Context: an optimization exercise on an open-source flow, tuned for small area. The choices shown serve that exercise and are no tape-out recipe.
Only simulation tests tie the RTL to the original design; equivalence was not proved.
The flow treats the clock pin as an ideal source, which a real chip does not have.

==> flow/design.v (excerpt) <==
module Top #(
    parameter CLK_FREQ = 32'd2_000_000
) (
    input             clk,
    input             rstn,
    input             sw,
    input      [6:0]  keys,
    input             uart_rx,
    output            uart_tx,
    output     [7:0]  led,
    output     [3:0]  seg_sel,
    output     [7:0]  seg_data,
    output            bram_wr_en,
    output     [9:0]  bram_wr_addr,
    output     [7:0]  bram_wr_data
);
export LEC_CHECK = 0
export CAP_MARGIN = 20
export CORE_MARGIN = 2
export CORE_UTILIZATION = 60
export SLEW_MARGIN = 20
create_clock -name core_clock -period 12.0 [get_ports {clk}]
standard.sh (not shown) runs the stock make flow with config.mk's settings and CLKGATE_MAP_FILE= SYNTH_SCRIPT=/design/flow/synth_recipe.tcl, a recipe that flattens the netlist after the stock synthesis.
==> flow/flow/run.sh <==
#!/bin/bash
# Layout flow: the standard synthesis, then an area-oriented re-mapping
# of the combinational logic only (every register cell of the standard
# synthesis is kept as it is, with its name and type), then the standard
# ORFS layout with single-cell port buffers and a clock tree of clkbuf_8
# without dummy loads, whose buffers are then sized down where the clock
# slew allows (flow/post_cts.tcl). Each tool's output goes to a log file here.
set -euo pipefail
HERE=$(pwd)
LIB=$FLOW_HOME/platforms/$FLOW_PLATFORM/lib/sky130_fd_sc_hd__tt_025C_1v80.lib
RES=$HERE/orfs/results/$FLOW_PLATFORM/Top/base

# 1. standard synthesis
bash standard.sh synth > synth_standard.log 2>&1

# 2. re-map the combinational logic for area
cp $RES/1_2_yosys.v $HERE/netlist_standard.v
DU=$(sed -n '/^export DONT_USE_CELLS/,/^$/p' $FLOW_HOME/platforms/$FLOW_PLATFORM/config.mk \
     | grep -o 'sky130_fd_sc_hd__[a-z0-9_]*' | sort -u | sed 's/^/-dont_use /' | tr '\n' ' ')
cat > $HERE/reopt.ys <<EOT
read_liberty -ignore_miss_func $LIB
setattr -mod -set keep_hierarchy 1 sky130_fd_sc_hd__df* sky130_fd_sc_hd__edf* sky130_fd_sc_hd__sdf* sky130_fd_sc_hd__sedf* sky130_fd_sc_hd__dlx* sky130_fd_sc_hd__dlr* sky130_fd_sc_hd__dlclkp* sky130_fd_sc_hd__sdlclkp*
read_verilog $HERE/netlist_standard.v
hierarchy -top $FLOW_TOP
flatten
rename -hide w:*.*
opt_clean -purge
abc -liberty $LIB $DU -script $HERE/flow/area.abc
opt_clean -purge
hilomap -singleton -hicell sky130_fd_sc_hd__conb_1 HI -locell sky130_fd_sc_hd__conb_1 LO
splitnets
opt_clean -purge
insbuf -buf sky130_fd_sc_hd__buf_1 A X
read_liberty -overwrite -lib $LIB
hierarchy -top $FLOW_TOP
check -assert
stat -liberty $LIB
write_verilog -noattr -noexpr -nohex -nodec $HERE/netlist_reopt.v
EOT
YOSYS=$FLOW_HOME/../tools/install/yosys/bin/yosys
[[ -x $YOSYS ]] || YOSYS=yosys
$YOSYS -s $HERE/reopt.ys > reopt_yosys.log 2>&1
cp $HERE/netlist_reopt.v $RES/1_2_yosys.v
rm -f $RES/1_synth.odb $RES/1_synth.sdc

# 3. the rest of the standard layout
export BUFFER_PORTS_ARGS="-buffer_cell sky130_fd_sc_hd__buf_1"
export POST_CTS_TCL=$HERE/flow/post_cts.tcl
export CTS_ARGS="-sink_clustering_enable -repair_clock_nets -buf_list sky130_fd_sc_hd__clkbuf_8 -dont_use_dummy_load"
bash standard.sh finish > layout_standard.log 2>&1
Other scripts of this flow, unchanged in this note and not shown: flow/flow/area.abc, flow/flow/post_cts.tcl
The starting point completed without violations.
==> next run, changes <==
--- a/flow/design.v
+++ b/flow/design.v
@@ -29,29 +29,31 @@
     if (rst)          blink_ms <= 9'd0;
     else if (ms_tick) blink_ms <= blink_end ? 9'd0 : {blink_ms[7:0], ~(blink_ms[8] ^ blink_ms[4])};
 end
 wire [7:0] kin = {~sw, keys};
 reg  [7:0] kprev;
 reg  [7:0] kstab;
+reg        ksamp;
 reg [15:0] kcnt;
 wire [7:0] kchg = kin ^ kprev;
 wire       kany = |kchg;
-wire       kfin = (kcnt == 16'hff2f);
+wire       kfin = ksamp & (kcnt == 16'hff2f);
 always @(posedge clk) begin
     if (rst) begin
+        ksamp <= 1'b0;
         kprev <= 8'hff;
         kstab <= 8'hff;
     end else begin
+        ksamp <= ksamp ? ~kfin : kany;
         kprev <= kin;
         if (kfin) kstab <= kprev;
     end
 end
 always @(posedge clk) begin
-    if (rst | kfin) kcnt <= 16'hffff;
-    else if (kany)  kcnt <= 16'd0;
-    else            kcnt <= {kcnt[14:0], ~(kcnt[15] ^ kcnt[13] ^ kcnt[12] ^ kcnt[10])};
+    if (rst | ~ksamp | kany) kcnt <= 16'd0;
+    else                     kcnt <= {kcnt[14:0], ~(kcnt[15] ^ kcnt[13] ^ kcnt[12] ^ kcnt[10])};
 end
 wire [6:0] kfall = {7{kfin}} & kstab[6:0] & ~kprev[6:0];
 reg        press0;
 reg  [2:0] pressk;        
 always @(posedge clk) begin
     if (rst) begin
Result: The changed run produced a clean layout; die area rises by 0.72%; final cell count went up by 0.33%; utilization goes up by 0.18 points; design area rises by 0.71%; routed wire length grows by 0.36%.

[separate check: timing with driven ports]
How much do the figures lean on ideal ports? The routed layouts below were timed once more, with nothing changed but the port constraints.
Step 1: set_driving_cell puts a clkbuf_16 on clk and a buf_2 on each other input, an assumption about the parent block.
Step 2 adds t to the input delays and takes it off the output delays; t is the mean of the earliest and latest rising clock arrival at the registers after step 1. Input paths then give back, and output paths get back, about the clock's delay inside the block.
Slacks: no drivers / after step 1 / after step 2; pairs: no drivers / after step 1.
run | t (ns) | setup slack, ns | worst hold slack (ns) | worst setup path after step 2
the first run | 0.601 | 7.638 / 7.602 / 7.184 | 0.333 / 0.333 / 0.333 | input to register
the second run | 0.612 | 7.475 / 7.484 / 6.872 | 0.311 / 0.311 / 0.311 | input to register
After both steps setup and hold are still met in every run listed. For the second run, which loses most, drivers alone change the setup slack by +0.009 ns; drivers and shift together by -0.603 ns.
